What follows belongs to an exercise in optimizing a design on an open flow for small area; a production flow would make more cautious choices.
In this exercise RTL edits were held to simulation tests only and were not proved equivalent to the original.
No activity file was given, so power comes from the tool's default toggle rates.

==> inputs of job 8070 <==
==> flow/design.v (excerpt) <==
module pattern_comparator #(
    parameter WIDTH = 32
)(
    input i_clk,
    input i_rst_n,
    input i_Type_comp,
    input [1:0] i_state,
    input i_enable_buffer,
    input enable_pattern_comparitor,
    input wire [WIDTH-1:0] i_local_gen_0, i_local_gen_1, i_local_gen_2, i_local_gen_3,
    input wire [WIDTH-1:0] i_local_gen_4, i_local_gen_5, i_local_gen_6, i_local_gen_7,
    input wire [WIDTH-1:0] i_local_gen_8, i_local_gen_9, i_local_gen_10, i_local_gen_11,
    input wire [WIDTH-1:0] i_local_gen_12, i_local_gen_13, i_local_gen_14, i_local_gen_15,
    input wire [WIDTH-1:0] i_Data_by_0, i_Data_by_1, i_Data_by_2, i_Data_by_3,
    input wire [WIDTH-1:0] i_Data_by_4, i_Data_by_5, i_Data_by_6, i_Data_by_7,
    input wire [WIDTH-1:0] i_Data_by_8, i_Data_by_9, i_Data_by_10, i_Data_by_11,
    input wire [WIDTH-1:0] i_Data_by_12, i_Data_by_13, i_Data_by_14, i_Data_by_15,
    input [11:0] i_Max_error_Threshold_per_lane,
    input [15:0] i_Max_error_Threshold_aggregate,
    output reg [15:0] o_per_lane_error,
    output wire o_error_done
);
clock: 18.0 ns
lec_check: 0
abc_clock_period_in_ps: 18000
cap_margin: 20
core_area: 3 3 477 197
die_area: 0 0 480 200
slew_margin: 20
standard.sh (not shown) runs the stock make flow with config.mk's settings and CLKGATE_MAP_FILE= SYNTH_SCRIPT=/design/flow/synth_recipe.tcl, a recipe that flattens the netlist after the stock synthesis.
==> flow/flow/run.sh <==
#!/bin/bash
# Own layout flow: the standard ORFS flow (standard.sh) with
#  - a synthesis script derived from synth_recipe.tcl: yosys synth without its
#    internal ABC pass (so extract_fa sees the full adders as written), full
#    adders extracted before half adders, and an area-oriented ABC script
#    (flow/abc_area.script) for the final mapping; registers are untouched;
#  - port buffers made from the smallest buffer cell;
#  - clock tree synthesis without dummy loads, from small clock buffers;
#  - more antenna repair iterations after detailed routing.
set -uo pipefail
W=$(pwd)
F=$W/flow
{
  echo 'proc extract_fa {args} { yosys extract_fa -fa {*}$args; yosys opt_clean; yosys extract_fa -ha {*}$args; yosys opt_clean }'
  echo "proc abc {args} { set i [lsearch -exact \$args -script]; if {\$i >= 0} { lset args [expr {\$i + 1}] $F/abc_area.script }; yosys abc {*}\$args }"
  sed '1s/.*/proc synth {args} { yosys synth -nofsm -noshare -noabc {*}$args }/' synth_recipe.tcl
} > my_synth.tcl
sed "s#SYNTH_SCRIPT=[^ ]*#SYNTH_SCRIPT=$W/my_synth.tcl#" standard.sh > my_standard.sh
export BUFFER_PORTS_ARGS="-buffer_cell sky130_fd_sc_hd__buf_1"
export CTS_ARGS="-sink_clustering_enable -repair_clock_nets -dont_use_dummy_load -sink_clustering_size 24 -sink_clustering_max_diameter 70 -buf_list {sky130_fd_sc_hd__clkbuf_16}"
export MAX_REPAIR_ANTENNAS_ITER_DRT=10
bash my_standard.sh finish > make_finish.log 2>&1
==> flow/flow/abc_area.script <==
strash
&get -n
&st
&syn2
&dch -f
&nf -R 1000 -a
&st
&syn2
&dch -f
&nf -R 1000 -a
&st
&dch -f
&nf -R 1000 -a
&put
topo
dnsize
==> inputs of job 2742, as changes to job 8070 <==
==> flow/flow/run.sh (replaced) <==
#!/bin/bash
# Own layout flow: the standard ORFS flow (standard.sh) with
#  - a synthesis script derived from synth_recipe.tcl: yosys synth without its
#    internal ABC pass (so extract_fa sees the full adders as written), full
#    adders extracted before half adders, and an area-oriented ABC script
#    (flow/abc_area.script) for the final mapping; registers are untouched;
#  - port buffers made from the smallest buffer cell;
#  - clock tree synthesis without dummy loads;
#  - more antenna repair iterations after detailed routing.
set -uo pipefail
W=$(pwd)
F=$W/flow
{
  echo 'proc extract_fa {args} { yosys extract_fa -fa {*}$args; yosys opt_clean; yosys extract_fa -ha {*}$args; yosys opt_clean }'
  echo "proc abc {args} { set i [lsearch -exact \$args -script]; if {\$i >= 0} { lset args [expr {\$i + 1}] $F/abc_area.script }; yosys abc {*}\$args }"
  sed '1s/.*/proc synth {args} { yosys synth -nofsm -noshare -noabc {*}$args }/' synth_recipe.tcl
} > my_synth.tcl
sed "s#SYNTH_SCRIPT=[^ ]*#SYNTH_SCRIPT=$W/my_synth.tcl#" standard.sh > my_standard.sh
export BUFFER_PORTS_ARGS="-buffer_cell sky130_fd_sc_hd__buf_1"
export CTS_ARGS="-sink_clustering_enable -repair_clock_nets -dont_use_dummy_load"
export MAX_REPAIR_ANTENNAS_ITER_DRT=10
bash my_standard.sh finish > make_finish.log 2>&1
==> inputs of job 7588, as changes to job 8070 <==
--- a/flow/design.v
+++ b/flow/design.v
@@ -71,36 +71,39 @@
     input  [11:0] thr_n,     
     input         hi,        
     input         lo,        
     input  [3:0]  q,
     input         f,
     input         r,
     input         r_chk,     
     input         id_upd,    
+    input         upd_v,     
+    input         upd_z,     
+    input         keep_v,    
     input         id_clr,    
     output [11:0] acc_d,
     output [3:0]  q_d,
     output        f_d,
     output        r_d
 );
     wire [11:0] a = acc & {12{~z}};
     pc_acc #(.W(12)) u_acc (.a(a), .p(p), .ci(pc), .g(acc_en), .s(acc_d));
     wire over;
     pc_gt #(.W(12)) u_gt (.a(a), .bn(thr_n), .gt(over));
     wire [15:0] fbt  = 16'h02fd;       
     wire        fb   = fbt[q];
     wire        is15 = (q == 4'b1000);
     wire        done = f & q[0];
     wire        ok   = hi & lo;
-    wire        hold = ~id_upd & ~(id_clr & ~done);
-    assign q_d[3:1] = ({3{id_upd & ok}} & q[2:0]) | ({3{hold}} & q[3:1]);
-    assign q_d[0]   = (id_upd & (f | (hi & (lo ? fb : ~is15)))) | (hold & q[0]);
-    assign f_d      = (id_upd & (f | (ok & is15))) | (hold & f);
-    assign r_d      = r_chk ? (r & ~over) : (id_upd ? done : r);
+    wire        hold = keep_v & ~(id_clr & ~done);
+    assign q_d[3:1] = ({3{upd_v & ok}} & q[2:0]) | ({3{hold}} & q[3:1]);
+    assign q_d[0]   = (upd_v & (f | (hi & (lo ? fb : ~is15)))) | (upd_z & hi) | (hold & q[0]);
+    assign f_d      = (upd_v & (f | (ok & is15))) | (hold & f);
+    assign r_d      = r_chk ? (r & ~over) : ((upd_v & done) | (~id_upd & r));
 endmodule
 module pattern_comparator #(
     parameter WIDTH = 32
 )(
     input i_clk,
     input i_rst_n,
     input i_Type_comp,
     input [1:0] i_state,
@@ -133,92 +136,85 @@
     assign x[9] = i_Data_by_9 ^ i_local_gen_9;
     assign x[10] = i_Data_by_10 ^ i_local_gen_10;
     assign x[11] = i_Data_by_11 ^ i_local_gen_11;
     assign x[12] = i_Data_by_12 ^ i_local_gen_12;
     assign x[13] = i_Data_by_13 ^ i_local_gen_13;
     assign x[14] = i_Data_by_14 ^ i_local_gen_14;
     assign x[15] = i_Data_by_15 ^ i_local_gen_15;
     wire [31:0] rest = x[1] | x[2] | x[3] | x[4] | x[5] | x[6] | x[7] | x[8] | x[9] | x[10] | x[11] | x[12] | x[13] | x[14] | x[15];
-    wire [31:0] x0m = x[0] | (rest & {32{~i_Type_comp}});
+    wire [31:0] x0m = x[0] | (rest & {32{~i_Type_comp & ~i_state[0]}});
     wire acc_en  = en & i_Type_comp;
     wire acc_clr = (i_state == 2'b01);
     wire r_set   = en & (i_state == 2'b01);
     wire r_chk   = en & ~i_state[0] & i_Type_comp;
     wire id_upd  = en & (i_state == 2'b11) & i_enable_buffer;
     wire id_clr  = en & ~i_state[1];
     wire e_add   = en & ~i_state[0] & ~i_Type_comp;
     wire [11:0] thr_n = ~i_Max_error_Threshold_per_lane;
-    reg acc_z, cnt_z;
+    reg acc_z, cnt_z, rst_z;
     always @(posedge i_clk or negedge i_rst_n) begin
         if (!i_rst_n) begin
             acc_z <= 1'b1;
             cnt_z <= 1'b1;
+            rst_z <= 1'b1;
         end else begin
             acc_z <= acc_clr;
             cnt_z <= r_set;
+            rst_z <= 1'b0;
         end
     end
+    wire upd_v  = id_upd & ~rst_z;
+    wire upd_z  = id_upd & rst_z;
+    wire keep_v = ~id_upd & ~rst_z;
     reg  [11:0] acc [0:15];
     reg  [3:0]  idq [0:15];
     reg  [15:0] idf;
     reg  [15:0] r_q;
     wire [15:0] r = r_q | {16{cnt_z}};
     wire [11:0] acc_d [0:15];
     wire [3:0]  idq_d [0:15];
     wire [15:0] idf_d;
     wire [15:0] r_d;
     wire [4:0]  pcnt  [0:15];
     wire [15:0] zlo, zhi, hi, lo;
-    assign hi[0] = ~|x[0][31:16];
-    assign lo[0] = ~|x[0][15:0];
-    assign hi[15:1] = zhi[15:1];
-    assign lo[15:1] = zlo[15:1];
+    assign hi = zhi;
+    assign lo = zlo;
     genvar n;
     generate
         for (n = 0; n < 16; n = n + 1) begin : g_lane
             wire [31:0] xp = (n == 0) ? x0m : x[n];
             pc_pop32 u_pop (.x(xp), .y(pcnt[n]), .zlo(zlo[n]), .zhi(zhi[n]));
             pc_lane_next u_next (
                 .acc(acc[n]), .z(acc_z), .p(pcnt[n]), .pc(xp[31]),
                 .acc_en(acc_en), .thr_n(thr_n),
                 .hi(hi[n]), .lo(lo[n]), .q(idq[n]), .f(idf[n]), .r(r[n]),
-                .r_chk(r_chk), .id_upd(id_upd), .id_clr(id_clr),
+                .r_chk(r_chk), .id_upd(id_upd), .upd_v(upd_v), .upd_z(upd_z), .keep_v(keep_v),
+                .id_clr(id_clr),
                 .acc_d(acc_d[n]), .q_d(idq_d[n]), .f_d(idf_d[n]), .r_d(r_d[n])
             );
             always @(posedge i_clk) begin
                 acc[n] <= acc_d[n];
                 r_q[n] <= r_d[n];
-            end
-            always @(posedge i_clk or negedge i_rst_n) begin
-                if (!i_rst_n) begin
-                    idq[n] <= 4'd0;
-                    idf[n] <= 1'b0;
-                end else begin
-                    idq[n] <= idq_d[n];
-                    idf[n] <= idf_d[n];
-                end
+                idq[n] <= idq_d[n];
+                idf[n] <= idf_d[n];
             end
         end
     endgenerate
     reg  [15:0] err_q;
     wire [15:0] err_cnt = err_q & {16{~cnt_z}};
     wire [15:0] err_d;
     pc_acc #(.W(16)) u_eacc (.a(err_cnt), .p(pcnt[0]), .ci(x0m[31]), .g(e_add), .s(err_d));
     always @(posedge i_clk)
         err_q <= err_d;
     wire err_over;
     pc_gt #(.W(16)) u_egt (.a(err_cnt), .bn(~i_Max_error_Threshold_aggregate), .gt(err_over));
     assign o_error_done = ~(en & err_over);
     reg enbuf_q;
-    always @(posedge i_clk or negedge i_rst_n) begin
-        if (!i_rst_n)
-            enbuf_q <= 1'b0;
-        else
-            enbuf_q <= i_enable_buffer;
-    end
+    always @(posedge i_clk)
+        enbuf_q <= i_enable_buffer;
     always @(posedge i_clk or negedge i_rst_n) begin
         if (!i_rst_n)
             o_per_lane_error <= 16'd0;
-        else if (~i_enable_buffer & enbuf_q & i_state[1])
+        else if (~i_enable_buffer & enbuf_q & ~rst_z & i_state[1])
             o_per_lane_error <= r;
     end
 endmodule
==> flow/flow/run.sh (replaced) <==
#!/bin/bash
# Own layout flow: the standard ORFS flow (standard.sh) with
#  - a synthesis script derived from synth_recipe.tcl: yosys synth without its
#    internal ABC pass (so extract_fa sees the full adders as written), full
#    adders extracted before half adders, and the final ABC mapping run with
#    each of flow/abc_*.script, keeping the smallest (flow/synth_procs.tcl);
#    registers are untouched;
#  - port buffers made from the smallest buffer cell;
#  - clock tree synthesis without dummy loads, with larger sink clusters;
#  - more antenna repair iterations after detailed routing.
set -uo pipefail
W=$(pwd)
export FLOW_FLOW_DIR=$W/flow
{
  echo "source $W/flow/synth_procs.tcl"
  sed '1s/.*/proc synth {args} { yosys synth -nofsm -noshare -noabc {*}$args }/' synth_recipe.tcl
} > my_synth.tcl
sed "s#SYNTH_SCRIPT=[^ ]*#SYNTH_SCRIPT=$W/my_synth.tcl#" standard.sh > my_standard.sh
export BUFFER_PORTS_ARGS="-buffer_cell sky130_fd_sc_hd__buf_1"
export CTS_ARGS="-sink_clustering_enable -repair_clock_nets -dont_use_dummy_load -sink_clustering_size 20 -sink_clustering_max_diameter 60 -buf_list {sky130_fd_sc_hd__clkbuf_16}"
export MAX_REPAIR_ANTENNAS_ITER_DRT=10
bash my_standard.sh finish > make_finish.log 2>&1
==> flow/flow/abc_1.script (new file) <==
strash
&get -n
&st
&syn2
&dch -f
&nf -R 1000 -a
&st
&syn2
&dch -f
&nf -R 1000 -a
&st
&dch -f
&nf -R 1000 -a
&put
topo
dnsize
==> flow/flow/abc_2.script (new file) <==
strash
&get -n
&st
&syn2
&dc2
&syn3
&dch -f
&nf -R 1000 -a
&st
&syn2
&dch -f
&nf -R 1000 -a
&st
&dch -f
&nf -R 1000 -a
&put
topo
dnsize
==> flow/flow/abc_3.script (new file) <==
strash
&get -n
&st
&syn2
&dch
&nf -R 1000 -a
&put
topo
dnsize
==> flow/flow/abc_4.script (new file) <==
strash
&get -n
&st
&dch
&nf -R 1000
&put
strash
&get -n
&st
&dch
&nf -R 1000
&put
topo
dnsize
==> flow/flow/synth_procs.tcl (new file) <==
# Overrides used by the flow's synthesis (sourced before synth_recipe.tcl's body).
# extract_fa: full adders first, then half adders from what is left.
proc extract_fa {args} {
  yosys extract_fa -fa {*}$args
  yosys opt_clean
  yosys extract_fa -ha {*}$args
  yosys opt_clean
}
# abc: map with each of the flow's area scripts and keep the smallest result.
proc abc {args} {
  set i [lsearch -exact $args -script]
  set libargs {}
  foreach lib $::env(LIB_FILES) { lappend libargs -liberty $lib }
  yosys design -save my_pre_abc
  set best -1
  foreach sc [lsort [glob $::env(FLOW_FLOW_DIR)/abc_*.script]] {
    yosys design -load my_pre_abc
    set a $args
    if {$i >= 0} { lset a [expr {$i + 1}] $sc }
    yosys abc {*}$a
    set txt [tee -q -s result.string stat {*}$libargs]
    if {![regexp {Chip area for module '[^']*': ([0-9.]+)} $txt -> area]} { set area 1e18 }
    puts "abc script [file tail $sc]: area $area"
    if {$best < 0 || $area < $best} {
      set best $area
      yosys design -save my_best_abc
    }
  }
  yosys design -load my_best_abc
  puts "abc: kept area $best"
}
removed: flow/flow/abc_area.script
==> comparison table <==
item                                                                                             job 2742                 job 8070                 job 7588
Result of the run                                                                 complete, no violations  complete, no violations  complete, no violations
Multi-input logic portion of the cell area                                                          0.624                    0.628                    0.633
Final weighted congestion in routability-driven placement                                            1.21                     1.21                     1.23
Setup slack after layout                                                                          5970 ps                  5850 ps                  5550 ps
Static leakage                                                                                    14.8 nW                  14.6 nW                  14.3 nW
Clock input transition at the sequential cells of the worst setup and hold paths                    60 ps                   100 ps                    80 ps
Post-route cell area                                                                            37300 µm²                37100 µm²                36900 µm²
All-Layer GR Usage                                                                                  0.447                    0.445                    0.511
Number of antenna violations at the first check in global routing                                      79                       85                      101
Count of clock buffers in the final design                                                             28                       17                       23
Internal power consumption                                                                        2.79 mW                  2.68 mW                  2.87 mW
Share of final layout cell area taken by clock buffers and inverters                               0.0188                   0.0115                   0.0156
Routed met1 length                                                                                89.5 mm                  90.4 mm                   106 mm
First-pass GRT wire length                                                                         278 mm                   277 mm                   312 mm
Met3 WL                                                                                           31.7 mm                  30.2 mm                  50.8 mm
Gate power share                                                                                    0.744                    0.762                    0.783
Initial core utilization                                                                            0.341                    0.341                    0.336
Data arrival time of the worst path                                                              12550 ps                 12570 ps                 12870 ps
Post-Route Hold Slack                                                                              479 ps                   486 ps                   510 ps
Sequential cell count of the final layout                                                             323                      323                      324
Compound-gate portion of the synthesized area                                                      0.0983                   0.0983                    0.102
Skew-Pair Late Insertion Delay                                                                     630 ps                   570 ps                   580 ps
Amount of wire on met2 after detailed routing                                                     85.6 mm                  85.9 mm                  89.4 mm
Critical Path Start                                                                     i_local_gen_4[28]        i_local_gen_4[28]        i_local_gen_4[27]

afterwards: timing with drivers on the ports:
Ports are ideal in the flow. The routed layouts listed here were re-timed in OpenROAD. Step 1 assumes that a clkbuf_16 drives the clock port and a buf_2 every other input. Step 2 times the ports against the registers' clock, not the clock port: input delays grow and output delays shrink by t, the midpoint of the rising clock arrivals with the driver on. a / b / c = no drivers / after step 1 / after step 2; a / b = the first two.
| run | shift t [ns] | setup slack, ns | worst setup path at the end | latest minus earliest clock arrival (ns) | worst data-port slew with drivers (ns) |
|---|---|---|---|---|---|
| job 8070 | 0.603 | 5.848 / 5.882 / 5.278 | input to register | 0.054 / 0.055 | 0.45 |
| job 2742 | 0.655 | 5.965 / 6.000 / 5.344 | input to register | 0.086 / 0.085 | 0.45 |
| job 7588 | 0.598 | 5.554 / 5.546 / 4.948 | input to register | 0.058 / 0.058 | 0.54 |
After both steps every run listed still meets setup and hold. For job 2742, which loses most, drivers alone change the setup slack by +0.035 ns; drivers and shift together by -0.621 ns.
